From an optimization exercise on the open Yosys and OpenROAD flow, aimed at small area and a short achievable clock period; shortcuts taken in it are not production practice.
In this exercise RTL edits were held to simulation tests only and were not proved equivalent to the original.
No activity file was given, so power comes from the tool's default toggle rates.

## flow/flow/run.sh

```bash
#!/bin/bash
# The standard layout (the standard.sh: standard synthesis, then ORFS to
# finish) with two changes:
# - the port buffers are sky130_fd_sc_hd__buf_1 cells in place of the delay
#   buffers buffer_ports picks by default;
# - before floorplanning, flow/downsize.tcl sets the combinational cells that
#   synthesis sized up back to drive strength 1 (repair sizes up again).
set -euo pipefail
here=$(pwd)
bash standard.sh synth > synth_flow.log 2>&1
bash standard.sh BUFFER_PORTS_ARGS="-buffer_cell sky130_fd_sc_hd__buf_1" \
    PRE_FLOORPLAN_TCL="$here/flow/downsize.tcl" finish > layout_flow.log 2>&1
```

## flow/flow/downsize.tcl

```tcl
# Before floorplanning: put every combinational cell that synthesis sized up
# back to its drive-strength-1 variant of the same function. The resizer's
# repair steps later size up again what slew, capacitance or timing need.
set db [ord::get_db]
set block [ord::get_db_block]
set n 0
foreach inst [$block getInsts] {
  set name [[$inst getMaster] getName]
  if { [regexp {^(sky130_fd_sc_hd__[a-z0-9]+)_([0-9]+)$} $name -> base drv] && $drv > 1 } {
    if { [string match "*__df*" $base] || [string match "*__sdf*" $base] || [string match "*__edf*" $base] } {
      continue
    }
    set master [$db findMaster ${base}_1]
    if { $master != "NULL" } {
      $inst swapMaster $master
      incr n
    }
  }
}
puts "downsize.tcl: $n instances set to drive strength 1"
```

## flow/standard.sh

```bash
#!/bin/bash
# synth_recipe.tcl (not shown) runs the flow's synth.tcl, then flattens the netlist and writes it again
# the make line also repeats each setting of config.mk as NAME=value (left out here)
make -C /OpenROAD-flow-scripts/flow DESIGN_CONFIG=/design/flow/config.mk WORK_HOME=/design/flow/orfs CLKGATE_MAP_FILE= SYNTH_SCRIPT=/design/flow/synth_recipe.tcl "${@:-finish}"
```

## flow/config.mk

```make
export PLATFORM = sky130hd
export DESIGN_NAME = compute_array
export DESIGN_NICKNAME = compute_array
export VERILOG_FILES = /design/flow/design.v
export SDC_FILE = /design/flow/constraint.sdc
export NUM_CORES = 4
export LEC_CHECK = 0
export CAP_MARGIN = 20
export CORE_MARGIN = 2
export CORE_UTILIZATION = 40
export SETUP_SLACK_MARGIN = 3.9
export SLEW_MARGIN = 20
export SYNTH_HIERARCHICAL = 1
export SYNTH_MINIMUM_KEEP_SIZE = 0
```

## flow/constraint.sdc

```tcl
create_clock -name core_clock -period 16.0 [get_ports {clk}]
set_input_delay 3.2000 -clock core_clock [delete_from_list [all_inputs] [get_ports {clk}]]
set_output_delay 3.2000 -clock core_clock [all_outputs]
set_load 0.01 [all_outputs]
```

## flow/design.v

```verilog
module mux2 (
input in0, in1,
input s,
output out
);
assign out = s ? in1 : in0;
endmodule
module cellMux2i (input a0, a1, s, output y);
assign y = ~(s ? a1 : a0);
endmodule
module cellNor2 (input a, b, output y);
assign y = ~(a | b);
endmodule
module cellO22ai (input a1, a2, b1, b2, output y);
assign y = ~((a1 | a2) & (b1 | b2));
endmodule
module cellXor2 (input a, b, output y);
assign y = a ^ b;
endmodule
module cellAnd2 (input a, b, output y);
assign y = a & b;
endmodule
module resultBit (
input x, yn, prod_n,
input t_x_n, t_xy_n, t_y_n, t_nx_n,
input clear,
output f, d
);
wire p1, p0, gn;
cellO21ai o1(yn, t_xy_n, t_x_n, p1);      
cellO21ai o0(yn, t_y_n, t_nx_n, p0);      
cellMux2i m(p0, p1, x, gn);
cellNand2 n(prod_n, gn, f);
cellA21oi a(prod_n, gn, clear, d);
endmodule
module cellO21ai (input a1, a2, b1, output y);
assign y = ~((a1 | a2) & b1);
endmodule
module cellA21oi (input a1, a2, b1, output y);
assign y = ~((a1 & a2) | b1);
endmodule
module cellNand2 (input a, b, output y);
assign y = ~(a & b);
endmodule
module adder (
input [15:0] a, b,
output [15:0] out
);
assign out = a+b;
endmodule
module fullAdder (input a, b, c, output s, co);
assign s = a ^ b ^ c;
assign co = (a & b) | (a & c) | (b & c);
endmodule
module halfAdder (input a, b, output s, co);
assign s = a ^ b;
assign co = a & b;
endmodule
module prefixAdder (
input [15:0] a, b,
output [15:0] sn
);
wire g97;
wire t98;
wire g99;
wire t100;
wire g101;
wire t102;
wire g103;
wire t104;
wire g105;
wire t106;
wire g107;
wire t108;
wire g109;
wire t110;
wire g111;
wire t112;
wire g113;
wire t114;
wire g115;
wire t116;
wire g117;
wire t118;
wire g119;
wire t120;
wire g121;
wire t122;
wire g123;
wire t124;
wire g125;
wire t126;
wire g127;
wire t128;
wire G129;
wire G131;
wire P132;
wire G133;
wire P134;
wire G135;
wire P136;
wire G137;
wire P138;
wire G139;
wire P140;
wire G141;
wire P142;
wire i145;
wire G146;
wire G149;
wire i151;
wire G152;
wire i153;
wire P154;
wire G155;
wire P156;
wire i157;
wire G158;
wire i159;
wire P160;
wire G161;
wire P162;
wire i163;
wire G164;
wire i165;
wire P166;
wire G169;
wire i171;
wire G172;
wire G175;
wire G177;
wire G179;
wire P180;
wire i181;
wire G182;
wire i183;
wire P184;
wire G185;
wire P186;
wire i189;
wire G190;
wire G191;
wire G192;
wire G193;
wire G194;
wire G195;
wire G196;
halfAdder h0(a[0], b[0], t98, g97);
halfAdder h1(a[1], b[1], t100, g99);
halfAdder h2(a[2], b[2], t102, g101);
halfAdder h3(a[3], b[3], t104, g103);
halfAdder h4(a[4], b[4], t106, g105);
halfAdder h5(a[5], b[5], t108, g107);
halfAdder h6(a[6], b[6], t110, g109);
halfAdder h7(a[7], b[7], t112, g111);
halfAdder h8(a[8], b[8], t114, g113);
halfAdder h9(a[9], b[9], t116, g115);
halfAdder h10(a[10], b[10], t118, g117);
halfAdder h11(a[11], b[11], t120, g119);
halfAdder h12(a[12], b[12], t122, g121);
halfAdder h13(a[13], b[13], t124, g123);
halfAdder h14(a[14], b[14], t126, g125);
halfAdder h15(a[15], b[15], t128, g127);
cellA21oi nG129(t100, g97, g99, G129);
cellA21oi nG131(t104, g101, g103, G131);
cellNand2 mP132(t104, t102, P132);
cellA21oi nG133(t108, g105, g107, G133);
cellNand2 mP134(t108, t106, P134);
cellA21oi nG135(t112, g109, g111, G135);
cellNand2 mP136(t112, t110, P136);
cellA21oi nG137(t116, g113, g115, G137);
cellNand2 mP138(t116, t114, P138);
cellA21oi nG139(t120, g117, g119, G139);
cellNand2 mP140(t120, t118, P140);
cellA21oi nG141(t124, g121, g123, G141);
cellNand2 mP142(t124, t122, P142);
assign i145 = ~G129;
cellA21oi nG146(t102, i145, g101, G146);
cellO21ai nG149(P132, G129, G131, G149);
assign i151 = ~G133;
cellA21oi nG152(t110, i151, g109, G152);
assign i153 = ~P134;
cellNand2 mP154(t110, i153, P154);
cellO21ai nG155(P136, G133, G135, G155);
cellNor2 mP156(P136, P134, P156);
assign i157 = ~G137;
cellA21oi nG158(t118, i157, g117, G158);
assign i159 = ~P138;
cellNand2 mP160(t118, i159, P160);
cellO21ai nG161(P140, G137, G139, G161);
cellNor2 mP162(P140, P138, P162);
assign i163 = ~G141;
cellA21oi nG164(t126, i163, g125, G164);
assign i165 = ~P142;
cellNand2 mP166(t126, i165, P166);
cellA21oi nG169(t106, G149, g105, G169);
assign i171 = ~G149;
cellO21ai nG172(P134, i171, G133, G172);
cellO21ai nG175(P154, i171, G152, G175);
cellA21oi nG177(P156, G149, G155, G177);
cellA21oi nG179(t122, G161, g121, G179);
cellNand2 mP180(t122, P162, P180);
assign i181 = ~G161;
cellO21ai nG182(P142, i181, G141, G182);
assign i183 = ~P162;
cellNor2 mP184(P142, i183, P184);
cellO21ai nG185(P166, i181, G164, G185);
cellNor2 mP186(P166, i183, P186);
assign i189 = ~G177;
cellA21oi nG190(t114, i189, g113, G190);
cellO21ai nG191(P138, G177, G137, G191);
cellO21ai nG192(P160, G177, G158, G192);
cellA21oi nG193(P162, i189, G161, G193);
cellO21ai nG194(P180, G177, G179, G194);
cellA21oi nG195(P184, i189, G182, G195);
cellA21oi nG196(P186, i189, G185, G196);
assign sn[0] = ~t98;
assign sn[1] = ~(t100 ^ g97);
assign sn[2] = t102 ^ G129;
assign sn[3] = t104 ^ G146;
assign sn[4] = ~(t106 ^ G149);
assign sn[5] = t108 ^ G169;
assign sn[6] = ~(t110 ^ G172);
assign sn[7] = ~(t112 ^ G175);
assign sn[8] = t114 ^ G177;
assign sn[9] = t116 ^ G190;
assign sn[10] = ~(t118 ^ G191);
assign sn[11] = ~(t120 ^ G192);
assign sn[12] = t122 ^ G193;
assign sn[13] = ~(t124 ^ G194);
assign sn[14] = t126 ^ G195;
assign sn[15] = t128 ^ G196;
endmodule
module lessThan(
input minMode,
input [15:0] a, b,
output [15:0] out
);
reg [15:0] compareOut;
wire signed [15:0] signed_a, signed_b;
assign signed_a = a;
assign signed_b = b;
assign out = minMode ? compareOut : {15'b0, a < b};
always@* begin
    if(signed_a < signed_b) begin
        compareOut <= a;
    end else begin
        compareOut <= b;
    end
end
endmodule
module compare16 (
input [15:0] x, yn,
input s,
output lt, eq
);
wire g1;
wire l2;
wire g3;
wire l4;
wire g5;
wire l6;
wire g7;
wire l8;
wire g9;
wire l10;
wire g11;
wire l12;
wire g13;
wire l14;
wire g15;
wire l16;
wire g17;
wire l18;
wire g19;
wire l20;
wire g21;
wire l22;
wire g23;
wire l24;
wire g25;
wire l26;
wire g27;
wire l28;
wire g29;
wire l30;
wire g31;
wire l32;
wire g33;
wire l34;
wire g35;
wire l36;
wire g37;
wire l38;
wire g39;
wire l40;
wire g41;
wire l42;
wire g43;
wire l44;
wire g45;
wire l46;
wire g47;
wire l48;
wire g49;
wire l50;
wire g51;
wire l52;
wire g53;
wire l54;
wire g55;
wire l56;
wire g57;
wire l58;
wire g59;
wire l60;
wire g61;
wire l62;
cellNand2 a0(x[0], yn[0], g1);
cellNor2 b0(x[0], yn[0], l2);
cellNand2 a1(x[1], yn[1], g3);
cellNor2 b1(x[1], yn[1], l4);
cellNand2 a2(x[2], yn[2], g5);
cellNor2 b2(x[2], yn[2], l6);
cellNand2 a3(x[3], yn[3], g7);
cellNor2 b3(x[3], yn[3], l8);
cellNand2 a4(x[4], yn[4], g9);
cellNor2 b4(x[4], yn[4], l10);
cellNand2 a5(x[5], yn[5], g11);
cellNor2 b5(x[5], yn[5], l12);
cellNand2 a6(x[6], yn[6], g13);
cellNor2 b6(x[6], yn[6], l14);
cellNand2 a7(x[7], yn[7], g15);
cellNor2 b7(x[7], yn[7], l16);
cellNand2 a8(x[8], yn[8], g17);
cellNor2 b8(x[8], yn[8], l18);
cellNand2 a9(x[9], yn[9], g19);
cellNor2 b9(x[9], yn[9], l20);
cellNand2 a10(x[10], yn[10], g21);
cellNor2 b10(x[10], yn[10], l22);
cellNand2 a11(x[11], yn[11], g23);
cellNor2 b11(x[11], yn[11], l24);
cellNand2 a12(x[12], yn[12], g25);
cellNor2 b12(x[12], yn[12], l26);
cellNand2 a13(x[13], yn[13], g27);
cellNor2 b13(x[13], yn[13], l28);
cellNand2 a14(x[14], yn[14], g29);
cellNor2 b14(x[14], yn[14], l30);
assign g31 = ~(s ? (~x[15] & ~yn[15]) : (x[15] & yn[15]));
assign l32 = s ? (x[15] & yn[15]) : (~x[15] & ~yn[15]);
cellO21ai og33(l4, g1, g3, g33);
cellA21oi al34(g3, l2, l4, l34);
cellO21ai og35(l8, g5, g7, g35);
cellA21oi al36(g7, l6, l8, l36);
cellO21ai og37(l12, g9, g11, g37);
cellA21oi al38(g11, l10, l12, l38);
cellO21ai og39(l16, g13, g15, g39);
cellA21oi al40(g15, l14, l16, l40);
cellO21ai og41(l20, g17, g19, g41);
cellA21oi al42(g19, l18, l20, l42);
cellO21ai og43(l24, g21, g23, g43);
cellA21oi al44(g23, l22, l24, l44);
cellO21ai og45(l28, g25, g27, g45);
cellA21oi al46(g27, l26, l28, l46);
cellO21ai og47(l32, g29, g31, g47);
cellA21oi al48(g31, l30, l32, l48);
cellA21oi ag49(l36, g33, g35, g49);
cellO21ai ol50(g35, l34, l36, l50);
cellA21oi ag51(l40, g37, g39, g51);
cellO21ai ol52(g39, l38, l40, l52);
cellA21oi ag53(l44, g41, g43, g53);
cellO21ai ol54(g43, l42, l44, l54);
cellA21oi ag55(l48, g45, g47, g55);
cellO21ai ol56(g47, l46, l48, l56);
cellO21ai og57(l52, g49, g51, g57);
cellA21oi al58(g51, l50, l52, l58);
cellO21ai og59(l56, g53, g55, g59);
cellA21oi al60(g55, l54, l56, l60);
cellA21oi ag61(l60, g57, g59, g61);
cellO21ai ol62(g59, l58, l60, l62);
assign lt = l62;
assign eq = g61 & ~l62;
endmodule
module computationTile (
input clk, clear,
input [3:0] opcode,
input cache_ok, mac_last,
input [15:0] input0, input1_wire,
output [15:0] cellOut
);
reg [15:0] R;
wire [15:0] x = input0;
wire mac = opcode == 4'd15;
wire read = opcode == 4'd8;
wire arith = opcode[1:0] == 2'd3;           
wire isadd = opcode[2:0] == 3'd3;           
wire flagop = ~opcode[3] & (opcode[2:0] == 3'd4 | opcode[2:0] == 3'd5)
            | opcode[2:0] == 3'd6;           
wire eqop = opcode[2:0] == 3'd6;
wire minop = opcode == 4'd12;
wire maxop = opcode == 4'd13;
wire cy = read | (cache_ok & ~clear & ~mac);
wire [15:0] yn;
genvar i;
generate
    for (i = 0; i < 16; i = i + 1) begin: opnd
        cellMux2i ym(input1_wire[i], R[i], cy, yn[i]);
    end
endgenerate
wire rowsel = arith & ~isadd;
wire [16:0] xe = {x, 1'b0};
wire [7:0] one, two, neg, on, tn, ng;
genvar k;
generate
    for (k = 0; k < 8; k = k + 1) begin: benc
        assign one[k] = xe[2*k+1] ^ xe[2*k];
        assign two[k] = (xe[2*k+2] & ~xe[2*k+1] & ~xe[2*k])
                      | (~xe[2*k+2] & xe[2*k+1] & xe[2*k]);
        assign neg[k] = xe[2*k+2];
        if (k == 0) begin: d0
            assign on[k] = ~(arith & (isadd | one[k]));
        end else begin: dk
            assign on[k] = ~(rowsel & one[k]);
        end
        assign tn[k] = ~(rowsel & two[k]);
        assign ng[k] = rowsel & neg[k];
    end
endgenerate
wire r7b1 = (~on[7] & (~yn[1] ^ (ng[7] & ~yn[0]))) | (~tn[7] & ~yn[0]);
wire macm = mac & mac_last;
wire [15:0] z = ({16{isadd}} & x) | ({16{macm}} & R);
wire q1;
wire p3;
wire q5;
wire p7;
wire q9;
wire p11;
wire q13;
wire p15;
wire q17;
wire p19;
wire q21;
wire p23;
wire q25;
wire p27;
wire q29;
wire p31;
wire q33;
wire p35;
wire q37;
wire p39;
wire q41;
wire p43;
wire q45;
wire p47;
wire q49;
wire p51;
wire q53;
wire p55;
wire q57;
wire p59;
wire q61;
wire p63;
wire q65;
wire p67;
wire q69;
wire p71;
wire q73;
wire p75;
wire q77;
wire p79;
wire q81;
wire p83;
wire q85;
wire p87;
wire q89;
wire p91;
wire q93;
wire p95;
wire q97;
wire p99;
wire q101;
wire p103;
wire q105;
wire p107;
wire q109;
wire p111;
wire q113;
wire p115;
wire q117;
wire p119;
wire q121;
wire p123;
wire q125;
wire p127;
wire q129;
wire p131;
wire q133;
wire p135;
wire q137;
wire p139;
wire q141;
wire p143;
wire q145;
wire p147;
wire q149;
wire p151;
wire q153;
wire p155;
wire q157;
wire p159;
wire q161;
wire p163;
wire q165;
wire p167;
wire q169;
wire p171;
wire q173;
wire p175;
wire q177;
wire p179;
wire q181;
wire p183;
wire q185;
wire p187;
wire q189;
wire p191;
wire q193;
wire p195;
wire q197;
wire p199;
wire q201;
wire p203;
wire q205;
wire p207;
wire q209;
wire p211;
wire q213;
wire p215;
wire q217;
wire p219;
wire q221;
wire p223;
wire q225;
wire p227;
wire q229;
wire p231;
wire q233;
wire p235;
wire q237;
wire p239;
wire q241;
wire p243;
wire q245;
wire p247;
wire q249;
wire p251;
wire q253;
wire p255;
wire q257;
wire p259;
wire q261;
wire p263;
wire q265;
wire p267;
wire q269;
wire p271;
wire q273;
wire p275;
wire q277;
wire p279;
wire p281;
wire s283;
wire c284;
wire s286;
wire c287;
wire s289;
wire c290;
wire s292;
wire c293;
wire s295;
wire c296;
wire s298;
wire c299;
wire s301;
wire c302;
wire s304;
wire c305;
wire s307;
wire c308;
wire s310;
wire c311;
wire s313;
wire c314;
wire s316;
wire c317;
wire s319;
wire c320;
wire s322;
wire c323;
wire s325;
wire c326;
wire s328;
wire c329;
wire s331;
wire c332;
wire s334;
wire c335;
wire s337;
wire c338;
wire s340;
wire c341;
wire s343;
wire c344;
wire s346;
wire c347;
wire s349;
wire c350;
wire s352;
wire c353;
wire s355;
wire c356;
wire s358;
wire c359;
wire s361;
wire c362;
wire s364;
wire c365;
wire s367;
wire c368;
wire s370;
wire c371;
wire s373;
wire c374;
wire s376;
wire c377;
wire s379;
wire c380;
wire s382;
wire c383;
wire s385;
wire c386;
wire s388;
wire c389;
wire s391;
wire c392;
wire s394;
wire c395;
wire s397;
wire c398;
wire s400;
wire c401;
wire s403;
wire c404;
wire s406;
wire c407;
wire s409;
wire c410;
wire s412;
wire c413;
wire s415;
wire c416;
wire s418;
wire c419;
wire s421;
wire c422;
wire s424;
wire c425;
wire s427;
wire c428;
wire s430;
wire c431;
wire s433;
wire c434;
wire s436;
wire c437;
wire s439;
wire c440;
wire s442;
wire c443;
wire s445;
wire c446;
wire s448;
wire c449;
wire s451;
wire c452;
wire s454;
wire c455;
wire s457;
wire c458;
wire s460;
wire c461;
wire s463;
wire c464;
wire s466;
wire c467;
wire s469;
wire c470;
wire s472;
wire c473;
wire s475;
wire c476;
wire s478;
wire c479;
wire s481;
wire c482;
wire s484;
wire c485;
wire s487;
wire c488;
wire s490;
wire c491;
cellNor2 u2(yn[0], on[0], q1);
cellXor2 u4(q1, ng[0], p3);
cellO22ai u6(yn[1], on[0], yn[0], tn[0], q5);
cellXor2 u8(q5, ng[0], p7);
cellO22ai u10(yn[2], on[0], yn[1], tn[0], q9);
cellXor2 u12(q9, ng[0], p11);
cellO22ai u14(yn[3], on[0], yn[2], tn[0], q13);
cellXor2 u16(q13, ng[0], p15);
cellO22ai u18(yn[4], on[0], yn[3], tn[0], q17);
cellXor2 u20(q17, ng[0], p19);
cellO22ai u22(yn[5], on[0], yn[4], tn[0], q21);
cellXor2 u24(q21, ng[0], p23);
cellO22ai u26(yn[6], on[0], yn[5], tn[0], q25);
cellXor2 u28(q25, ng[0], p27);
cellO22ai u30(yn[7], on[0], yn[6], tn[0], q29);
cellXor2 u32(q29, ng[0], p31);
cellO22ai u34(yn[8], on[0], yn[7], tn[0], q33);
cellXor2 u36(q33, ng[0], p35);
cellO22ai u38(yn[9], on[0], yn[8], tn[0], q37);
cellXor2 u40(q37, ng[0], p39);
cellO22ai u42(yn[10], on[0], yn[9], tn[0], q41);
cellXor2 u44(q41, ng[0], p43);
cellO22ai u46(yn[11], on[0], yn[10], tn[0], q45);
cellXor2 u48(q45, ng[0], p47);
cellO22ai u50(yn[12], on[0], yn[11], tn[0], q49);
cellXor2 u52(q49, ng[0], p51);
cellO22ai u54(yn[13], on[0], yn[12], tn[0], q53);
cellXor2 u56(q53, ng[0], p55);
cellO22ai u58(yn[14], on[0], yn[13], tn[0], q57);
cellXor2 u60(q57, ng[0], p59);
cellO22ai u62(yn[15], on[0], yn[14], tn[0], q61);
cellXor2 u64(q61, ng[0], p63);
cellNor2 u66(yn[0], on[1], q65);
cellXor2 u68(q65, ng[1], p67);
cellO22ai u70(yn[1], on[1], yn[0], tn[1], q69);
cellXor2 u72(q69, ng[1], p71);
cellO22ai u74(yn[2], on[1], yn[1], tn[1], q73);
cellXor2 u76(q73, ng[1], p75);
cellO22ai u78(yn[3], on[1], yn[2], tn[1], q77);
cellXor2 u80(q77, ng[1], p79);
cellO22ai u82(yn[4], on[1], yn[3], tn[1], q81);
cellXor2 u84(q81, ng[1], p83);
cellO22ai u86(yn[5], on[1], yn[4], tn[1], q85);
cellXor2 u88(q85, ng[1], p87);
cellO22ai u90(yn[6], on[1], yn[5], tn[1], q89);
cellXor2 u92(q89, ng[1], p91);
cellO22ai u94(yn[7], on[1], yn[6], tn[1], q93);
cellXor2 u96(q93, ng[1], p95);
cellO22ai u98(yn[8], on[1], yn[7], tn[1], q97);
cellXor2 u100(q97, ng[1], p99);
cellO22ai u102(yn[9], on[1], yn[8], tn[1], q101);
cellXor2 u104(q101, ng[1], p103);
cellO22ai u106(yn[10], on[1], yn[9], tn[1], q105);
cellXor2 u108(q105, ng[1], p107);
cellO22ai u110(yn[11], on[1], yn[10], tn[1], q109);
cellXor2 u112(q109, ng[1], p111);
cellO22ai u114(yn[12], on[1], yn[11], tn[1], q113);
cellXor2 u116(q113, ng[1], p115);
cellO22ai u118(yn[13], on[1], yn[12], tn[1], q117);
cellXor2 u120(q117, ng[1], p119);
cellNor2 u122(yn[0], on[2], q121);
cellXor2 u124(q121, ng[2], p123);
cellO22ai u126(yn[1], on[2], yn[0], tn[2], q125);
cellXor2 u128(q125, ng[2], p127);
cellO22ai u130(yn[2], on[2], yn[1], tn[2], q129);
cellXor2 u132(q129, ng[2], p131);
cellO22ai u134(yn[3], on[2], yn[2], tn[2], q133);
cellXor2 u136(q133, ng[2], p135);
cellO22ai u138(yn[4], on[2], yn[3], tn[2], q137);
cellXor2 u140(q137, ng[2], p139);
cellO22ai u142(yn[5], on[2], yn[4], tn[2], q141);
cellXor2 u144(q141, ng[2], p143);
cellO22ai u146(yn[6], on[2], yn[5], tn[2], q145);
cellXor2 u148(q145, ng[2], p147);
cellO22ai u150(yn[7], on[2], yn[6], tn[2], q149);
cellXor2 u152(q149, ng[2], p151);
cellO22ai u154(yn[8], on[2], yn[7], tn[2], q153);
cellXor2 u156(q153, ng[2], p155);
cellO22ai u158(yn[9], on[2], yn[8], tn[2], q157);
cellXor2 u160(q157, ng[2], p159);
cellO22ai u162(yn[10], on[2], yn[9], tn[2], q161);
cellXor2 u164(q161, ng[2], p163);
cellO22ai u166(yn[11], on[2], yn[10], tn[2], q165);
cellXor2 u168(q165, ng[2], p167);
cellNor2 u170(yn[0], on[3], q169);
cellXor2 u172(q169, ng[3], p171);
cellO22ai u174(yn[1], on[3], yn[0], tn[3], q173);
cellXor2 u176(q173, ng[3], p175);
cellO22ai u178(yn[2], on[3], yn[1], tn[3], q177);
cellXor2 u180(q177, ng[3], p179);
cellO22ai u182(yn[3], on[3], yn[2], tn[3], q181);
cellXor2 u184(q181, ng[3], p183);
cellO22ai u186(yn[4], on[3], yn[3], tn[3], q185);
cellXor2 u188(q185, ng[3], p187);
cellO22ai u190(yn[5], on[3], yn[4], tn[3], q189);
cellXor2 u192(q189, ng[3], p191);
cellO22ai u194(yn[6], on[3], yn[5], tn[3], q193);
cellXor2 u196(q193, ng[3], p195);
cellO22ai u198(yn[7], on[3], yn[6], tn[3], q197);
cellXor2 u200(q197, ng[3], p199);
cellO22ai u202(yn[8], on[3], yn[7], tn[3], q201);
cellXor2 u204(q201, ng[3], p203);
cellO22ai u206(yn[9], on[3], yn[8], tn[3], q205);
cellXor2 u208(q205, ng[3], p207);
cellNor2 u210(yn[0], on[4], q209);
cellXor2 u212(q209, ng[4], p211);
cellO22ai u214(yn[1], on[4], yn[0], tn[4], q213);
cellXor2 u216(q213, ng[4], p215);
cellO22ai u218(yn[2], on[4], yn[1], tn[4], q217);
cellXor2 u220(q217, ng[4], p219);
cellO22ai u222(yn[3], on[4], yn[2], tn[4], q221);
cellXor2 u224(q221, ng[4], p223);
cellO22ai u226(yn[4], on[4], yn[3], tn[4], q225);
cellXor2 u228(q225, ng[4], p227);
cellO22ai u230(yn[5], on[4], yn[4], tn[4], q229);
cellXor2 u232(q229, ng[4], p231);
cellO22ai u234(yn[6], on[4], yn[5], tn[4], q233);
cellXor2 u236(q233, ng[4], p235);
cellO22ai u238(yn[7], on[4], yn[6], tn[4], q237);
cellXor2 u240(q237, ng[4], p239);
cellNor2 u242(yn[0], on[5], q241);
cellXor2 u244(q241, ng[5], p243);
cellO22ai u246(yn[1], on[5], yn[0], tn[5], q245);
cellXor2 u248(q245, ng[5], p247);
cellO22ai u250(yn[2], on[5], yn[1], tn[5], q249);
cellXor2 u252(q249, ng[5], p251);
cellO22ai u254(yn[3], on[5], yn[2], tn[5], q253);
cellXor2 u256(q253, ng[5], p255);
cellO22ai u258(yn[4], on[5], yn[3], tn[5], q257);
cellXor2 u260(q257, ng[5], p259);
cellO22ai u262(yn[5], on[5], yn[4], tn[5], q261);
cellXor2 u264(q261, ng[5], p263);
cellNor2 u266(yn[0], on[6], q265);
cellXor2 u268(q265, ng[6], p267);
cellO22ai u270(yn[1], on[6], yn[0], tn[6], q269);
cellXor2 u272(q269, ng[6], p271);
cellO22ai u274(yn[2], on[6], yn[1], tn[6], q273);
cellXor2 u276(q273, ng[6], p275);
cellO22ai u278(yn[3], on[6], yn[2], tn[6], q277);
cellXor2 u280(q277, ng[6], p279);
cellNor2 u282(yn[0], on[7], p281);
halfAdder u285(ng[4], z[8], s283, c284);
halfAdder u288(z[9], p39, s286, c287);
fullAdder u291(ng[5], z[10], p43, s289, c290);
halfAdder u294(p99, p147, s292, c293);
fullAdder u297(z[11], p47, p103, s295, c296);
halfAdder u300(p151, p191, s298, c299);
fullAdder u303(ng[6], z[12], p51, s301, c302);
fullAdder u306(p107, p155, p195, s304, c305);
halfAdder u309(p227, p251, s307, c308);
fullAdder u312(z[13], p55, p111, s310, c311);
fullAdder u315(p159, p199, p231, s313, c314);
halfAdder u318(p255, p271, s316, c317);
fullAdder u321(z[14], p59, p115, s319, c320);
fullAdder u324(p163, p203, p235, s322, c323);
fullAdder u327(p259, p275, p281, s325, c326);
fullAdder u330(z[15], p63, p119, s328, c329);
fullAdder u333(p167, p207, p239, s331, c332);
fullAdder u336(p263, p279, r7b1, s334, c335);
halfAdder u339(ng[2], z[4], s337, c338);
halfAdder u342(z[5], p23, s340, c341);
fullAdder u345(ng[3], z[6], p27, s343, c344);
halfAdder u348(p83, p131, s346, c347);
fullAdder u351(z[7], p31, p87, s349, c350);
halfAdder u354(p135, p175, s352, c353);
fullAdder u357(p35, p91, p139, s355, c356);
fullAdder u360(p179, p211, s283, s358, c359);
fullAdder u363(p95, p143, p183, s361, c362);
fullAdder u366(p215, s286, c284, s364, c365);
fullAdder u369(p187, p219, p243, s367, c368);
fullAdder u372(s289, s292, c287, s370, c371);
fullAdder u375(p223, p247, s295, s373, c374);
fullAdder u378(s298, c290, c293, s376, c377);
fullAdder u381(p267, s301, s304, s379, c380);
fullAdder u384(s307, c296, c299, s382, c383);
fullAdder u387(s310, s313, s316, s385, c386);
fullAdder u390(c302, c305, c308, s388, c389);
fullAdder u393(s319, s322, s325, s391, c392);
fullAdder u396(c311, c314, c317, s394, c395);
fullAdder u399(s328, s331, s334, s397, c398);
fullAdder u402(c320, c323, c326, s400, c401);
halfAdder u405(ng[1], z[2], s403, c404);
halfAdder u408(z[3], p15, s406, c407);
fullAdder u411(p19, p75, p123, s409, c410);
fullAdder u414(p79, p127, s340, s412, c413);
fullAdder u417(p171, s343, s346, s415, c416);
fullAdder u420(s349, s352, c344, s418, c419);
fullAdder u423(s355, s358, c350, s421, c422);
fullAdder u426(s361, s364, c356, s424, c425);
fullAdder u429(s367, s370, c362, s427, c428);
fullAdder u432(s373, s376, c368, s430, c431);
fullAdder u435(s379, s382, c374, s433, c434);
fullAdder u438(s385, s388, c380, s436, c437);
fullAdder u441(s391, s394, c386, s439, c440);
fullAdder u444(s397, s400, c392, s442, c443);
halfAdder u447(ng[0], z[0], s445, c446);
halfAdder u450(z[1], p7, s448, c449);
fullAdder u453(p11, p67, s403, s451, c452);
fullAdder u456(p71, s406, c404, s454, c455);
fullAdder u459(s337, s409, c407, s457, c458);
fullAdder u462(c338, s412, c410, s460, c461);
fullAdder u465(c341, s415, c413, s463, c464);
fullAdder u468(c347, s418, c416, s466, c467);
fullAdder u471(c353, s421, c419, s469, c470);
fullAdder u474(c359, s424, c422, s472, c473);
fullAdder u477(c365, s427, c425, s475, c476);
fullAdder u480(c371, s430, c428, s478, c479);
fullAdder u483(c377, s433, c431, s481, c482);
fullAdder u486(c383, s436, c434, s484, c485);
fullAdder u489(c389, s439, c437, s487, c488);
fullAdder u492(c395, s442, c440, s490, c491);
wire [15:0] prod_n;
prefixAdder cpa({s490, s487, s484, s481, s478, s475, s472, s469, s466, s463, s460, s457, s454, s451, s448, p3}, {c488, c485, c482, c479, c476, c473, c470, c467, c464, c461, c458, c455, c452, c449, c446, s445}, prod_n);
wire lt, eq;
compare16 cmp(x, yn, opcode[3], lt, eq);
wire t_and = opcode[2:0] == 3'd1;
wire t_x = opcode[2:0] == 3'd2 | (minop & lt) | (maxop & ~lt);
wire t_y = opcode[2:0] == 3'd2 | (minop & ~lt) | (maxop & lt) | read;
wire t_xy = t_and | t_y;
wire t_nx = opcode == 4'd0;
wire bit0 = flagop & (eqop ? eq : lt);
wire [15:0] pn = {prod_n[15:1], prod_n[0] & ~bit0};
wire [15:0] f, d;
generate
    for (i = 0; i < 16; i = i + 1) begin: res
        resultBit rb(x[i], yn[i], pn[i], ~t_x, ~t_xy, ~t_y, ~t_nx, clear,
                     f[i], d[i]);
    end
endgenerate
assign cellOut = f;
always @(posedge clk)
    R <= d;
endmodule
module compute_array (
    input clk, clear,
    input [3:0] tile_opcode,
    input [63:0] value_a, value_b,
    output [63:0] wire_out
);
    parameter WORD_BITS = 16;
    parameter TILES = 4;
    reg cache_ok, mac_last;
    always @(posedge clk) begin
        cache_ok <= ~clear & (tile_opcode != 4'd8);
        mac_last <= ~clear & (tile_opcode == 4'd15);
    end
    generate
        genvar i;
        for(i = 0; i < TILES; i = i+1) begin: ctl
            computationTile tile_i(clk, clear, tile_opcode, cache_ok, mac_last,
                value_a[WORD_BITS*(i+1)-1:WORD_BITS*i],
                value_b[WORD_BITS*(i+1)-1:WORD_BITS*i],
                wire_out[WORD_BITS*(i+1)-1:WORD_BITS*i]
            );
        end
    endgenerate
endmodule
```

==> summary.txt, run 1 <==
STA
  – Final worst clock skew: 0.01845 ns
  – Slew of the pin with the lowest slew margin: 1.175 ns
  – Min cycle time layout: 11.81 ns
  – Hold WS: 0.8806 ns
  – Final Setup Violations: 0
  – Unrepaired setup endpoints after global routing: yes
  – Final TNS setup: 0 ns
  – Fmax: 84.68 MHz
  – Max Slew Vio Count: 0
  – PnR worst setup slack: 4.191 ns
  – Final hold violation count: 0
  – Final Cycle Share: 0.7380
  – Rel. slew slack: 0.2123

Critical path
  – Crit start category: input port
  – Reg2reg start: cache_ok$_DFF_P_
  – Delay-heaviest family, CP: adder cells
  – Reg2reg path depth: 20
  – Worst EP required: 12.80 ns
  – Crit path buf inv count: 4
  – Delay of the slowest critical-path stage: 0.58 ns
  – Reg2reg end: ctl[0].tile_i.R[15]$_DFF_P_
  – Crit end category: output pin
  – Critical path cell sequence: buf_4 > nor2b_1 > a21oi_1 > nor2_4 > buf_6 > mux2i_4 > o22ai_1 > xor2_1 > fa_1 > fa_1 > fa_1 > fa_1 > ha_1 > a21oi_1 > inv_1 > a21oi_1 > o21ai_1 > a21oi_1 > xor2_1 > nand2_1 > buf_1
  – R2r setup slk: 10.45 ns
  – WS Path Type: in -> out
  – CP max stage cell: fa_1
  – Critical path arrival: 8.61 ns
  – Critical-path maximum fanout: 28

Routing
  – Drt wl/cell: 20.73 um
  – Iter 0 DRT Violations: 1830
  – Number of remaining DRC errors: 0
  – Detailed Routing Iterations Pass 1: 5
  – Vias post-DR: 19670
  – Vias per cell: 6.050
  – ANT nets after route: 0
  – Final WL: 67.40 mm

Clocking
  – Total CTS buffers: 9
  – Root Driver: clkbuf_16
  – # clock sinks: 66
  – Hold-fix buffer count after cts: 0
  – Worst-skew pair later-pin latency: 0.41 ns
  – Clock buffer depth: 2
  – CTS tree: built
  – Clk slew on worst S/H paths: 0.08 ns
  – Htree depth: 3

Power and ir drop
  – P_leak: 11.14 nW
  – Logic pwr share: 0.705
  – Cell area power density: 78.59 nW/um^2
  – Cell Int Power: 0.8279 mW
  – Switching part of the total power: 0.5237
  – Maximum VDD drop: 44.92 uV
  – Psw: 0.9104 mW
  – Clk network pwr share: 0.149
  – Seq pwr share: 0.146

Cells and area
  – Fin util: 0.4662
  – Fillers: 4757
  – Share of cells above drive strength 1: 0.06682
  – Most frequent cells in the layout: xor2_1 (340), nand2_1 (267), o22ai_1 (252), o21ai_1 (231), fa_1 (224)
  – Fin nets: 3107
  – Commonest non-fill, non-tap cell in the layout: xor2_1

Hold path
  – Hold Path Stages: 4
  – HP Class: reg -> reg
  – Hold EP: ctl[2].tile_i.R[13]$_DFF_P_
  – Hold Crit Start: ctl[2].tile_i.R[13]$_DFF_P_

GRT
  – Largest net degree at the start of global routing: 44
  – Initial antenna violation count: 2
  – Total grt overflow: 0
  – Vias in the first global route: 19360
  – Gr usage total: 0.2702
  – First-pass GRT wire length: 106.7 mm

Placed design
  – Buffers on Ports: 197
  – Post-DP HPWL: 49.00 mm
  – Routability congestion estimate: 0.9059
  – Post-Place Worst Slack: 3.124 ns

Flow run
  – Max_cap viols: 0

Synthesis
  – Syn_nets: 2816
  – Synth Instances: 2338
  – Syn. warnings: 8

Floorplan
  – Die height: 222.6 um
  – Total die area: 49530 um^2
  – DIE WIDTH: 222.6 um
  – Core ar.: 47450 um^2
  – Starting density of the core: 0.4027
  – Cell Rows: 80
  – # IOs: 198

Status
  – Status: complete, no violations
-- power by group through the flow --
stage | Sequential, mW | Combinational, mW | Clock [mW]
final | 0.253 | 1.23 | 0.259
after global routing | 0.259 | 1.36 | 0.268
after CTS | 0.249 | 1.19 | 0.265
after detailed placement | 0.246 | 1.17 | 0
after global placement | 0.245 | 1.15 | 0
after floorplan | 0.234 | 0.817 | 0
-- worst max path at each step --
stage	startpoint	end	cells after the start	slack [ns]
3_5_place_dp	tile_opcode[3]	wire_out[57]	19	3.12
2_1_floorplan	tile_opcode[1]	wire_out[15]	19	4.01
6_report	clear	wire_out[63]	21	4.19
4_1_cts	clear	wire_out[31]	21	3.91
5_1_grt	tile_opcode[2]	wire_out[30]	22	3.88
3_3_place_gp	tile_opcode[3]	wire_out[57]	19	3.16
-- worst register-to-register path, cell delays in order, from the launching register on --
cell,delay [ns]
dfxtp_1,0.41
nor2b_1,0.20
a21oi_1,0.08
nor2_2,0.14
buf_6,0.31
mux2i_4,0.44
buf_4,0.19
o22ai_1,0.07
xor2_1,0.21
fa_1,0.60
fa_1,0.47
fa_1,0.61
fa_1,0.43
ha_1,0.35
a21oi_1,0.20
inv_1,0.06
a21oi_1,0.11
o21ai_1,0.07
a21oi_1,0.14
xor2_1,0.22
a21oi_1,0.10
-- through the flow --
stage	instances	area, um^2	power, mW
2_1_floorplan	2338	19110	1.051
3_3_place_gp	3189	21040	1.390
3_5_place_dp	3189	21040	1.416
4_1_cts	3210	21650	1.707
5_1_grt	3251	22120	1.887
6_report	3251	22120	1.738
-- what timing repair did --
action                     in CTS  in global routing
setup endpoints to repair      32                 27
gates cloned                    0                  1
pin swaps                       1                  1
buffers inserted                5                 38
resized for setup              43                 39
-- flip-flops by register name (all words and copies together), names as in the netlist --
signal,flops
cache_ok,1
ctl.tile_i.R,64
mac_last,1
-- area by class of cell --
cell class,instances,area (um^2),area share
multi-input cells,2189,17840,0.8067
repair buffers,303,1617,0.07309
flip-flops and latches,66,1321,0.05974
well taps,615,769.5,0.03479
clock buffers,11,252.7,0.01143
inverters,60,225.2,0.01018
clock inverters,5,85.08,0.003847
diodes,2,5.005,0.0002263
-- per-layer routing --
layer	global-route usage	share of wire
met1	0.3678	0.43
met5	0	0
met4	0.1009	0.029
met2	0.4339	0.46
met3	0.04073	0.075
==> inputs of run 2 (changes only) <==
--- a/flow/config.mk
+++ b/flow/config.mk
@@ -8,7 +8,7 @@
 export CAP_MARGIN = 20
 export CORE_MARGIN = 2
 export CORE_UTILIZATION = 40
-export SETUP_SLACK_MARGIN = 3.9
+export SETUP_SLACK_MARGIN = 3.5
 export SLEW_MARGIN = 20
 export SYNTH_HIERARCHICAL = 1
 export SYNTH_MINIMUM_KEEP_SIZE = 0
==> run 2 against run 1 <==
Critical path type unchanged. Cell count down 1.4%. Critical endpoint is now wire_out[47]. Non-clock buffer count down 43. Global-route usage down 0.083 points. First-iteration DRC count down 4.4%. Highest routed layer is now met5.
==> summary.txt, run 2 <==
Power and ir drop
  – Cell area power density: 78.80 nW/um^2 (+0.27%)
  – P_leak: 10.90 nW (-2.2%)
  – Clk network pwr share: 0.152 (+0.003)
  – Psw: 0.8977 mW (-1.4%)
  – Maximum VDD drop: 44.95 uV (about the same)
  – Switching part of the total power: 0.5272 (+0.003484)
  – Seq pwr share: 0.146 (about the same)
  – Logic pwr share: 0.702 (-0.003)
  – Cell Int Power: 0.8051 mW (-2.8%)

STA
  – Rel. slew slack: 0.2235 (+0.01113)
  – Final worst clock skew: 0.01641 ns (-0.002035 ns)
  – Slew of the pin with the lowest slew margin: 1.158 ns (-0.01660 ns)
  – Hold WS: 0.8889 ns (+0.008301 ns)
  – Final Cycle Share: 0.7566 (+0.01858)
  – Final Setup Violations: 0 (unchanged)
  – Max Slew Vio Count: 0 (unchanged)
  – Fmax: 82.60 MHz (-2.5%)
  – Unrepaired setup endpoints after global routing: no
  – Final hold violation count: 0 (unchanged)
  – Min cycle time layout: 12.11 ns (+0.2973 ns)
  – Final TNS setup: 0 ns (unchanged)

GRT
  – Gr usage total: 0.2694 (-0.0008279)
  – Largest net degree at the start of global routing: 44 (unchanged)
  – Total grt overflow: 0 (unchanged)
  – Initial antenna violation count: 4 (+2)
  – First-pass GRT wire length: 106.5 mm (-0.24%)
  – Vias in the first global route: 19270 (-0.47%)

Clocking
  – # clock sinks: 66 (unchanged)
  – Buffer count from post-CTS setup fixing: 0 (-5)
  – Total CTS buffers: 9 (unchanged)
  – Clk slew on worst S/H paths: 0.07 ns (about the same)
  – Clock buffer depth: 2 (unchanged)
  – Root Driver: clkbuf_16
  – Hold-fix buffer count after cts: 0 (unchanged)
  – CTS tree: built
  – Worst-skew pair later-pin latency: 0.40 ns (about the same)
  – Htree depth: 3 (unchanged)

Placed design
  – Post-DP HPWL: 49.00 mm (unchanged)
  – Placed Cells: 3189 (unchanged)
  – Buffers on Ports: 197 (unchanged)
  – Routability congestion estimate: 0.9059 (unchanged)

Routing
  – Vias per cell: 6.051 (about the same)
  – Number of remaining DRC errors: 0 (unchanged)
  – Iter 0 DRT Violations: 1750 (-4.4%)
  – Drt wl/cell: 20.82 um (+0.40%)
  – Final WL: 66.76 mm (-0.96%)
  – Detailed Routing Iterations Pass 1: 6 (+1)
  – ANT nets after route: 0 (unchanged)
  – Vias post-DR: 19410 (-1.3%)

Critical path
  – Crit end category: output pin
  – WS Path Type: in -> out
  – Reg2reg start: cache_ok$_DFF_P_
  – Worst EP required: 12.80 ns (about the same)
  – Critical path arrival: 8.91 ns (+0.30 ns)
  – Reg2reg path depth: 19 (-5.0%)
  – Reg2reg end: ctl[2].tile_i.R[15]$_DFF_P_
  – Crit start category: input port
  – R2r setup slk: 10.23 ns (-0.22 ns)
  – Critical-path maximum fanout: 28 (unchanged)

Cells and area
  – Top reg by flops: ctl.tile_i.R
  – Fin nets: 3063 (-1.4%)
  – Top Registers: ctl.tile_i.R (64), cache_ok (1), mac_last (1)
  – Register area: 1321 um^2 (unchanged)
  – Share of cells above drive strength 1: 0.04595 (-0.02087)
  – Most frequent cells in the layout: xor2_1 (340), nand2_1 (268), o22ai_1 (252), o21ai_1 (232), fa_1 (224)
  – Fin util: 0.4554 (-0.01076)
  – Commonest non-fill, non-tap cell in the layout: xor2_1
  – Fillers: 4779 (+0.46%)
  – Flip-flop count of the largest register after layout: 64 (unchanged)
  – Multi-input gate area: 17720 um^2 (-0.68%)
  – Layout Cells excl Fill: 3207 (-1.4%)

Hold path
  – Hold Path Stages: 4 (unchanged)
  – Hold EP: ctl[2].tile_i.R[13]$_DFF_P_
  – Hold Crit Start: ctl[2].tile_i.R[13]$_DFF_P_
  – HP Class: reg -> reg

Floorplan
  – # IOs: 198 (unchanged)
  – Die height: 222.6 um (unchanged)
  – Total die area: 49530 um^2 (unchanged)
  – Starting density of the core: 0.4027 (unchanged)
  – Cell Rows: 80 (unchanged)
  – Core ar.: 47450 um^2 (unchanged)
  – DIE WIDTH: 222.6 um (unchanged)

Synthesis
  – Synth Instances: 2338 (unchanged)
  – Syn. warnings: 8 (unchanged)
  – Syn_nets: 2816 (unchanged)

Status
  – Status: complete, no violations

Flow run
  – Max_cap viols: 0 (unchanged)
-- run 2: layout make-up --
cell class	count	share of cell area
Sequential cell	66	0.06115
Timing Repair Buffer	260	0.05681
Antenna cell	2	0.0002316
Inverter	60	0.01042
Clock buffer	11	0.01170
Clock inverter	5	0.003938
Multi-Input combinational cell	2188	0.8201
Tap cell	615	0.03561
-- run 2: what timing repair did --
item                                    in CTS  in global routing
gates resized for setup                     13                 33
cloned                                       0                  0
hold endpoints to repair                     0                  0
endpoints found under the setup margin      22                 28
-- run 2: worst max-delay path by stage --
stage                        start      endpoint  slack [ns]  cells after the start
global route                 clear  wire_out[15]        3.50                     21
CTS                 tile_opcode[1]  wire_out[57]        3.45                     20
global placement    tile_opcode[3]  wire_out[57]        3.16                     19
finish                       clear  wire_out[47]        3.89                     21
detailed placement  tile_opcode[3]  wire_out[57]        3.12                     19
floorplan           tile_opcode[1]  wire_out[15]        4.01                     19
-- run 2: routing by layer --
layer / track usage / part of all wire / vias to the layer above
li1: - / - / 8952
met1: 0.3676 / 0.43 / 9536
met2: 0.4313 / 0.46 / 799
met3: 0.04073 / 0.072 / 114
met4: 0.1007 / 0.031 / 4
met5: 0 / 0.00037 / -
-- run 2: stage by stage --
stage	area, um^2	total power [mW]	worst slack, ns
after global routing	21610	1.855	3.499
final	21610	1.703	3.894
after CTS	21420	1.691	3.451
after global placement	21040	1.390	3.159
after floorplan	19110	1.051	4.008
after detailed placement	21040	1.416	3.124
-- run 2: power by group through the flow --
stage | clock, mW | combinational [mW] | sequential (mW)
after floorplan | 0 | 0.817 | 0.234
after global placement | 0 | 1.15 | 0.245
after detailed placement | 0 | 1.17 | 0.246
after CTS | 0.265 | 1.18 | 0.244
after global routing | 0.269 | 1.33 | 0.255
final | 0.258 | 1.20 | 0.249
-- run 2: worst max-delay path, stage by stage --
cell      delay, ns
clkbuf_4       0.30
nor2b_1        0.25
a21oi_1        0.09
nor2_4         0.37
buf_4          0.35
mux2i_2        0.53
o22ai_1        0.16
xor2_1         0.19
fa_1           0.50
fa_1           0.52
fa_1           0.58
fa_1           0.43
ha_1           0.36
a21oi_1        0.20
inv_1          0.06
a21oi_1        0.12
o21ai_1        0.08
a21oi_1        0.15
xor2_1         0.21
nand2_1        0.07
buf_1          0.13
==> inputs of run 3 (changes only) <==
--- a/flow/design.v
+++ b/flow/design.v
@@ -23,15 +23,13 @@
 module resultBit (
 input x, yn, prod_n,
 input t_x_n, t_xy_n, t_y_n, t_nx_n,
-input clear,
-output f, d
+output f
 );
 wire p1, p0, gn;
 cellO21ai o1(yn, t_xy_n, t_x_n, p1);      
 cellO21ai o0(yn, t_y_n, t_nx_n, p0);      
 cellMux2i m(p0, p1, x, gn);
 cellNand2 n(prod_n, gn, f);
-cellA21oi a(prod_n, gn, clear, d);
 endmodule
 module cellO21ai (input a1, a2, b1, output y);
 assign y = ~((a1 | a2) & b1);
@@ -385,6 +383,7 @@
 input clk, clear,
 input [3:0] opcode,
 input cache_ok, mac_last,
+input zeroed,
 input [15:0] input0, input1_wire,
 output [15:0] cellOut
 );
@@ -927,21 +926,20 @@
 compare16 cmp(x, yn, opcode[3], lt, eq);
 wire t_and = opcode[2:0] == 3'd1;
 wire t_x = opcode[2:0] == 3'd2 | (minop & lt) | (maxop & ~lt);
-wire t_y = opcode[2:0] == 3'd2 | (minop & ~lt) | (maxop & lt) | read;
+wire t_y = opcode[2:0] == 3'd2 | (minop & ~lt) | (maxop & lt) | (read & ~zeroed);
 wire t_xy = t_and | t_y;
 wire t_nx = opcode == 4'd0;
 wire bit0 = flagop & (eqop ? eq : lt);
 wire [15:0] pn = {prod_n[15:1], prod_n[0] & ~bit0};
-wire [15:0] f, d;
+wire [15:0] f;
 generate
     for (i = 0; i < 16; i = i + 1) begin: res
-        resultBit rb(x[i], yn[i], pn[i], ~t_x, ~t_xy, ~t_y, ~t_nx, clear,
-                     f[i], d[i]);
+        resultBit rb(x[i], yn[i], pn[i], ~t_x, ~t_xy, ~t_y, ~t_nx, f[i]);
     end
 endgenerate
 assign cellOut = f;
 always @(posedge clk)
-    R <= d;
+    R <= f;
 endmodule
 module compute_array (
     input clk, clear,
@@ -951,15 +949,16 @@
 );
     parameter WORD_BITS = 16;
     parameter TILES = 4;
-    reg cache_ok, mac_last;
+    reg cache_ok, mac_last, zeroed;
     always @(posedge clk) begin
         cache_ok <= ~clear & (tile_opcode != 4'd8);
         mac_last <= ~clear & (tile_opcode == 4'd15);
+        zeroed <= clear;
     end
     generate
         genvar i;
-        for(i = 0; i < TILES; i = i+1) begin: ctl
-            computationTile tile_i(clk, clear, tile_opcode, cache_ok, mac_last,
+        for(i = 0; i < TILES; i = i + 1) begin: ctl
+            computationTile tile_i(clk, clear, tile_opcode, cache_ok, mac_last, zeroed,
                 value_a[WORD_BITS*(i+1)-1:WORD_BITS*i],
                 value_b[WORD_BITS*(i+1)-1:WORD_BITS*i],
                 wire_out[WORD_BITS*(i+1)-1:WORD_BITS*i]
--- a/flow/config.mk
+++ b/flow/config.mk
@@ -8,7 +8,7 @@
 export CAP_MARGIN = 20
 export CORE_MARGIN = 2
 export CORE_UTILIZATION = 40
-export SETUP_SLACK_MARGIN = 3.5
+export SETUP_SLACK_MARGIN = 3.7
 export SLEW_MARGIN = 20
 export SYNTH_HIERARCHICAL = 1
 export SYNTH_MINIMUM_KEEP_SIZE = 0
==> run 3 against run 2 <==
Largest cell class unchanged. Power grew 18%. Clock power shrank 3%. Critical path type unchanged. Still clean on timing, DRC and antenna. Combinational power grew 21%.
==> summary.txt, run 3 <==
GRT
  – Initial antenna violation count: 2 (-2)
  – Vias in the first global route: 18540 (-3.8%)
  – Met1 usage: 0.3593 (-0.008262)
  – Met2 usage: 0.4268 (-0.004479)
  – M3 GR Usage: 0.05320 (+0.01247)
  – Total grt overflow: 0 (unchanged)
  – First-pass GRT wire length: 101.6 mm (-4.6%)
  – Largest net degree at the start of global routing: 43 (-2.3%)
  – Gr busiest metal: met2
  – Gr usage total: 0.2657 (-0.003648)

Critical path
  – Reg2reg start: cache_ok$_DFF_P_
  – CP max stage cell: fa_1
  – Critical path arrival: 8.80 ns (-0.11 ns)
  – Critical-path maximum fanout: 42 (+50%)
  – Crit end category: output pin
  – WS Path Type: in -> out
  – Critical path cell sequence: clkbuf_2 > buf_6 > nor2b_1 > a22oi_1 > o21ai_2 > buf_4 > mux2i_4 > o22ai_1 > xor2_1 > fa_1 > fa_1 > fa_1 > fa_1 > ha_1 > a21oi_1 > inv_1 > a21oi_1 > o21ai_1 > a21oi_1 > xor2_1 > nand2_1 > buf_1
  – Crit path capture: wire_out[47]
  – CP startpoint: tile_opcode[3]
  – Top cell by count, worst path: fa_1
  – Worst EP required: 12.80 ns (about the same)
  – Reg2reg end: ctl[2].tile_i.R[15]$_DFF_P_
  – Crit start category: input port
  – R2r setup slk: 10.48 ns (+0.25 ns)
  – Reg2reg path depth: 18 (-1)
  – Delay of the slowest critical-path stage: 0.58 ns (about the same)

Routing
  – Iter 0 DRT Violations: 1433 (-18%)
  – Vias per cell: 5.958 (-1.5%)
  – Number of remaining DRC errors: 0 (unchanged)
  – Drt wl/cell: 20.53 um (-1.4%)
  – Final WL: 64.39 mm (-3.5%)
  – Detailed Routing Iterations Pass 1: 5 (-1)
  – ANT nets after route: 0 (unchanged)
  – Vias post-DR: 18690 (-3.7%)

Power and ir drop
  – Cell area power density: 93.45 nW/um^2 (+19%)
  – Maximum VDD drop: 71.34 uV (+59%)
  – Final Power: 2.001 mW (+18%)
  – P_leak: 10.98 nW (+0.77%)

Cells and area
  – Fillers: 4625 (-3.2%)
  – Share of cells above drive strength 1: 0.05103 (+0.005083)
  – Flip-flop count of the largest register after layout: 64 (unchanged)
  – Multi-input gate area: 17390 um^2 (-1.9%)
  – Register area: 1341 um^2 (+1.5%)
  – Fin nets: 3001 (-2.0%)
  – Top reg by flops: ctl.tile_i.R
  – Final instance area: 21410 um^2 (-0.90%)
  – Fin util: 0.4609 (+0.005488)
  – Most frequent cells in the layout: xor2_1 (344), nand2_1 (260), o22ai_1 (252), o21ai_1 (228), fa_1 (224)
  – Commonest non-fill, non-tap cell in the layout: xor2_1

Placed design
  – Post-DP HPWL: 47.44 mm (-3.2%)
  – Buffers on Ports: 197 (unchanged)
  – Post-Place Worst Slack: 3.483 ns (+0.3591 ns)
  – Placed cell areas: 20740 um^2 (-1.4%)
  – Routability congestion estimate: 0.9008 (-0.56%)

Clocking
  – Root Driver: clkbuf_16
  – # clock sinks: 67 (+1.5%)
  – Clock buffer depth: 2 (unchanged)
  – CTS tree: built
  – Htree depth: 3 (unchanged)
  – Hold-fix buffer count after cts: 0 (unchanged)
  – Clk slew on worst S/H paths: 0.07 ns (about the same)
  – Worst-skew pair later-pin latency: 0.40 ns (about the same)
  – Total CTS buffers: 9 (unchanged)

Hold path
  – HP Class: reg -> reg

STA
  – Slew of the pin with the lowest slew margin: 1.002 ns (-0.1555 ns)
  – Final hold violation count: 0 (unchanged)
  – Rel. slew slack: 0.3296 (+0.1061)
  – Final worst clock skew: 0.01333 ns (-0.003080 ns)
  – Final TNS setup: 0 ns (unchanged)
  – Unrepaired setup endpoints after global routing: no
  – Final Cycle Share: 0.7497 (-0.006930)
  – Min cycle time layout: 12.00 ns (-0.1109 ns)
  – Final Setup Violations: 0 (unchanged)
  – Max Slew Vio Count: 0 (unchanged)
  – Fmax: 83.37 MHz (+0.92%)
  – PnR worst setup slack: 4.005 ns (+0.1109 ns)

Floorplan
  – DIE WIDTH: 220.7 um (-0.83%)
  – Core ar.: 46460 um^2 (-2.1%)
  – Die height: 220.7 um (-0.83%)
  – # IOs: 198 (unchanged)
  – Starting density of the core: 0.4044 (+0.001673)
  – Cell Rows: 79 (-1.3%)
  – Total die area: 48710 um^2 (-1.6%)

Synthesis
  – Syn. warnings: 8 (unchanged)
  – Syn_nets: 2737 (-2.8%)
  – Synth Instances: 2259 (-3.4%)

Flow run
  – Max_cap viols: 0 (unchanged)

Status
  – Status: complete, no violations
## run 3: report_power, final
group          total, mW  switching, mW  internal (mW)
sequential         0.299         0.0548          0.244
clock              0.249          0.108          0.141
combinational       1.45          0.904          0.549
## run 3: metal layers
metal | part of all wire | wire length [um] | vias up
li1 | - | - | 8696
met1 | 0.43 | 27830 | 9109
met2 | 0.46 | 29760 | 768
met3 | 0.079 | 5115 | 114
met4 | 0.026 | 1678 | 2
met5 | 0.00012 | 8 | -
## run 3: cell type report
type                            count  share of cell area
Multi-Input combinational cell   2104              0.8121
Timing Repair Buffer              277             0.06334
Sequential cell                    67             0.06264
Tap cell                          607             0.03547
Clock buffer                       12             0.01151
Inverter                           64             0.01122
Clock inverter                      4            0.003448
Antenna cell                        2           0.0002337
## run 3: per-stage QoR
stage               hold slack, ns  std cells
floorplan                   0.7926       2259
global placement            0.8507       3107
detailed placement          0.8305       3108
CTS                         0.8475       3124
global route                0.8630       3136
finish                      0.8039       3137
## run 3: worst max-delay path: cells and delay by family
kind / cells / cell delay (ns)
buffers and inverters: 5 / 0.97
AOI/OAI and AO/OA: 7 / 1.01
xor gates and xnor gates: 2 / 0.40
muxes: 1 / 0.46
and+or+nand+nor: 2 / 0.34
adders and majority gates: 5 / 2.39
## run 3: how the worst min path moves through the flow
stage                                      startpoint                          end  slack (ns)  depth (start not counted)
after CTS                  ctl[0].tile_i.R[5]$_DFF_P_   ctl[0].tile_i.R[5]$_DFF_P_        0.85                          4
after detailed placement   ctl[0].tile_i.R[5]$_DFF_P_   ctl[0].tile_i.R[5]$_DFF_P_        0.83                          4
after global placement     ctl[1].tile_i.R[9]$_DFF_P_   ctl[1].tile_i.R[9]$_DFF_P_        0.85                          5
after global routing      ctl[0].tile_i.R[13]$_DFF_P_  ctl[0].tile_i.R[13]$_DFF_P_        0.86                          4
after floorplan           ctl[0].tile_i.R[14]$_DFF_P_  ctl[0].tile_i.R[14]$_DFF_P_        0.79                          4
final                      ctl[0].tile_i.R[5]$_DFF_P_   ctl[0].tile_i.R[5]$_DFF_P_        0.80                          4
## run 3: timing repair
item	4_1_cts	5_1_grt
setup endpoints to repair	16	22
gates resized for setup	14	34
setup buffers	0	11
cloned	0	0
==> inputs of run 4 (changes only) <==
--- a/flow/design.v
+++ b/flow/design.v
@@ -14,6 +14,9 @@
 module cellO22ai (input a1, a2, b1, b2, output y);
 assign y = ~((a1 | a2) & (b1 | b2));
 endmodule
+module cellA22oi (input a1, a2, b1, b2, output y);
+assign y = ~((a1 & a2) | (b1 & b2));
+endmodule
 module cellXor2 (input a, b, output y);
 assign y = a ^ b;
 endmodule
--- a/flow/config.mk
+++ b/flow/config.mk
@@ -8,7 +8,7 @@
 export CAP_MARGIN = 20
 export CORE_MARGIN = 2
 export CORE_UTILIZATION = 40
-export SETUP_SLACK_MARGIN = 3.7
+export SETUP_SLACK_MARGIN = 4.0
 export SLEW_MARGIN = 20
 export SYNTH_HIERARCHICAL = 1
 export SYNTH_MINIMUM_KEEP_SIZE = 0
==> run 4 against run 3 <==
Sequential power up 2%. Clock skew down 0.0012 ns. Count of clock-buffer cells in the layout up 1. Largest cell class unchanged. Flip-flop and latch count unchanged. Utilization up 1.6 points. First-iteration DRC count up 16%. Non-clock buffer count up 53. Worst setup slack better by 0.20 ns. Critical endpoint is now wire_out[62]. Worst hold slack better by 0.00056 ns. Combinational power up 6%. Via count up 1.5%.
==> summary.txt, run 4 <==
Clocking
  – CTS tree: built
  – Htree depth: 3 (unchanged)
  – Total CTS buffers: 9 (unchanged)
  – Root Driver: clkbuf_16
  – # clock sinks: 67 (unchanged)
  – Clock buffer depth: 2 (unchanged)
  – Clk slew on worst S/H paths: 0.07 ns (about the same)
  – Worst-skew pair later-pin latency: 0.39 ns (about the same)

Routing
  – Iter 0 DRT Violations: 1664 (+16%)
  – Vias per cell: 5.943 (-0.25%)
  – Detailed Routing Iterations Pass 1: 5 (unchanged)
  – Drt wl/cell: 20.59 um (+0.33%)
  – ANT nets after route: 0 (unchanged)
  – Number of remaining DRC errors: 0 (unchanged)
  – Vias post-DR: 18970 (+1.5%)
  – Final WL: 65.74 mm (+2.1%)

Flow run
  – Max_cap viols: 0 (unchanged)

Power and ir drop
  – P_leak: 11.33 nW (+3.2%)
  – Cell Int Power: 0.9741 mW (+4.2%)
  – Seq pwr share: 0.147 (-0.002)
  – Psw: 1.098 mW (+3.0%)
  – Maximum VDD drop: 91.16 uV (+28%)
  – Clk network pwr share: 0.112 (-0.012)
  – Cell area power density: 93.47 nW/um^2 (about the same)
  – Switching part of the total power: 0.5300 (-0.002855)
  – Final Power: 2.073 mW (+3.6%)
  – Logic pwr share: 0.742 (+0.016)

Floorplan
  – Starting density of the core: 0.4044 (unchanged)
  – Total die area: 48710 um^2 (unchanged)
  – Core ar.: 46460 um^2 (unchanged)
  – # IOs: 198 (unchanged)
  – Die height: 220.7 um (unchanged)
  – DIE WIDTH: 220.7 um (unchanged)
  – Cell Rows: 79 (unchanged)

Cells and area
  – Flip-flop count of the largest register after layout: 64 (unchanged)
  – Share of cells above drive strength 1: 0.08556 (+0.03453)
  – Top reg by flops: ctl.tile_i.R
  – Fin util: 0.4773 (+0.01637)
  – Fin nets: 3057 (+1.9%)
  – Layout Cells excl Fill: 3192 (+1.8%)
  – Commonest non-fill, non-tap cell in the layout: xor2_1
  – Most frequent cells in the layout: xor2_1 (344), nand2_1 (255), o22ai_1 (252), o21ai_1 (225), fa_1 (224)

STA
  – Min cycle time layout: 11.80 ns (-0.1965 ns)
  – Fmax: 84.76 MHz (+1.7%)
  – Rel. slew slack: 0.3279 (-0.001667)
  – Final Cycle Share: 0.7374 (-0.01228)
  – Final hold violation count: 0 (unchanged)
  – Unrepaired setup endpoints after global routing: no
  – Final TNS setup: 0 ns (unchanged)
  – Final Setup Violations: 0 (unchanged)
  – Max Slew Vio Count: 0 (unchanged)
  – Final worst clock skew: 0.01215 ns (-0.001180 ns)
  – Slew of the pin with the lowest slew margin: 1.008 ns (+0.005680 ns)

Placed design
  – Buffers on Ports: 197 (unchanged)
  – Routability congestion estimate: 0.8846 (-1.8%)
  – Placed Cells: 3101 (-0.23%)
  – Post-DP HPWL: 47.00 mm (-0.92%)

Hold path
  – HP Class: reg -> reg
  – Hold Path Stages: 4 (unchanged)

GRT
  – Vias in the first global route: 18030 (-2.7%)
  – Gr usage total: 0.2615 (-0.004260)
  – Initial antenna violation count: 4 (+2)
  – First-pass GRT wire length: 99.59 mm (-1.9%)
  – Largest net degree at the start of global routing: 43 (unchanged)
  – Total grt overflow: 0 (unchanged)

Critical path
  – Critical path arrival: 8.60 ns (-0.20 ns)
  – Top cell by count, worst path: fa_1
  – Crit start category: input port
  – Reg2reg path depth: 20 (+2)
  – Critical-path maximum fanout: 11 (-74%)
  – Critical path cell sequence: clkbuf_4 > buf_12 > nor2b_2 > a22oi_1 > o21ai_4 > buf_12 > buf_8 > mux2i_4 > buf_4 > o22ai_1 > xor2_1 > fa_1 > fa_1 > fa_1 > fa_1 > ha_4 > nand2_1 > o21ai_2 > inv_1 > o21ai_1 > a21oi_1 > xor2_1 > nand2_1 > buf_1
  – Worst EP required: 12.80 ns (about the same)
  – CP max stage cell: fa_1
  – Delay of the slowest critical-path stage: 0.61 ns (+0.03 ns)
  – WS Path Type: in -> out
  – Crit end category: output pin

Status
  – Status: complete, no violations

Synthesis
  – Syn_nets: 2737 (unchanged)
  – Synth Instances: 2259 (unchanged)
  – Syn. warnings: 8 (unchanged)
[run 4: repair_timing]
action / 4_1_cts / 5_1_grt
hold endpoints to repair: 0 / 0
hold buffers: 0 / 0
pin swaps: 2 / 4
resized for setup: 57 / 62
cloned: 1 / 5
buffers inserted: 8 / 60
endpoints found under the setup margin: 45 / 24
[run 4: power by group through the flow]
| stage | clock, mW | sequential [mW] | combinational (mW) |
|---|---|---|---|
| final | 0.232 | 0.304 | 1.54 |
| after detailed placement | 0 | 0.291 | 1.42 |
| after global routing | 0.244 | 0.311 | 1.70 |
| after global placement | 0 | 0.288 | 1.39 |
| after floorplan | 0 | 0.274 | 0.981 |
| after CTS | 0.242 | 0.299 | 1.46 |
[run 4: critical path, delay by kind of cell]
| kind | cells | cell delay, ns |
|---|---|---|
| buffers and inverters | 7 | 1.07 |
| xor gates and xnor gates | 2 | 0.44 |
| muxes | 1 | 0.19 |
| and+or+nand+nor | 3 | 0.35 |
| AOI/OAI and AO/OA | 6 | 0.98 |
| adders and majority gates | 5 | 2.35 |
[run 4: final cells by class]
class | instances | area [um^2]
fillers | 4587 | 24280
multi-input cells | 2107 | 17600
repair buffers | 330 | 1934
flip-flops and latches | 67 | 1341
well taps | 607 | 759.5
clock buffers | 13 | 260.3
inverters | 64 | 240.2
clock inverters | 2 | 35.03
diodes | 2 | 5.005
[run 4: worst paths after layout]
path	from	end	slack [ns]
setup reg to reg	cache_ok$_DFF_P_	ctl[3].tile_i.R[14]$_DFF_P_	10.56
hold / removal	ctl[2].tile_i.R[10]$_DFF_P_	ctl[2].tile_i.R[10]$_DFF_P_	0.80
setup / recovery	tile_opcode[3]	wire_out[62]	4.20
hold reg to reg	ctl[2].tile_i.R[10]$_DFF_P_	ctl[2].tile_i.R[10]$_DFF_P_	0.80
[run 4: per-stage QoR]
step / hold WS, ns / area (um^2) / setup slack, ns
2_1_floorplan: 0.7926 / 18800 / 4.335
3_3_place_gp: 0.8303 / 20680 / 2.466
3_5_place_dp: 0.8448 / 20690 / 2.326
4_1_cts: 0.8188 / 21340 / 4.000
5_1_grt: 0.8575 / 22170 / 3.986
6_report: 0.8044 / 22170 / 4.201
[run 4: per-layer routing]
| layer | track usage | wire length (um) | vias to the layer above | share of wire |
|---|---|---|---|---|
| li1 | - | - | 8799 | - |
| met1 | 0.3630 | 28510 | 9227 | 0.43 |
| met2 | 0.4175 | 30380 | 821 | 0.46 |
| met3 | 0.04619 | 4969 | 119 | 0.076 |
| met4 | 0.07244 | 1849 | 4 | 0.028 |
| met5 | 0 | 27 | - | 0.00041 |

-- port drivers added, routing unchanged --
Ports are ideal in the flow. The routed layouts listed here were re-timed in OpenROAD.
Step 1 (the two cells are an assumption about what drives the block):
set clk [get_ports {clk}]
set_driving_cell -lib_cell sky130_fd_sc_hd__clkbuf_16 $clk
set_driving_cell -lib_cell sky130_fd_sc_hd__buf_2 [delete_from_list [all_inputs] $clk]
Step 2, shift: input delay + t, output delay - t, t = (earliest + latest rising clock arrival at the registers) / 2. This alone moves slack from input paths to output paths.
a / b / c = no drivers / after step 1 / after step 2; a / b = the first two.
run | t, ns | slack for setup (ns) | latest minus earliest clock arrival (ns)
run 1 | 0.446 | 4.191 / 4.170 / 4.170 | 0.019 / 0.020
run 2 | 0.446 | 3.894 / 3.875 / 3.875 | 0.017 / 0.017
run 3 | 0.451 | 4.005 / 3.979 / 3.979 | 0.017 / 0.017
run 4 | 0.439 | 4.201 / 4.181 / 4.181 | 0.012 / 0.012
After both steps setup and hold are still met in every run listed. The setup slack of run 3, which loses most, moves by -0.026 ns with the drivers and by -0.026 ns with both steps.
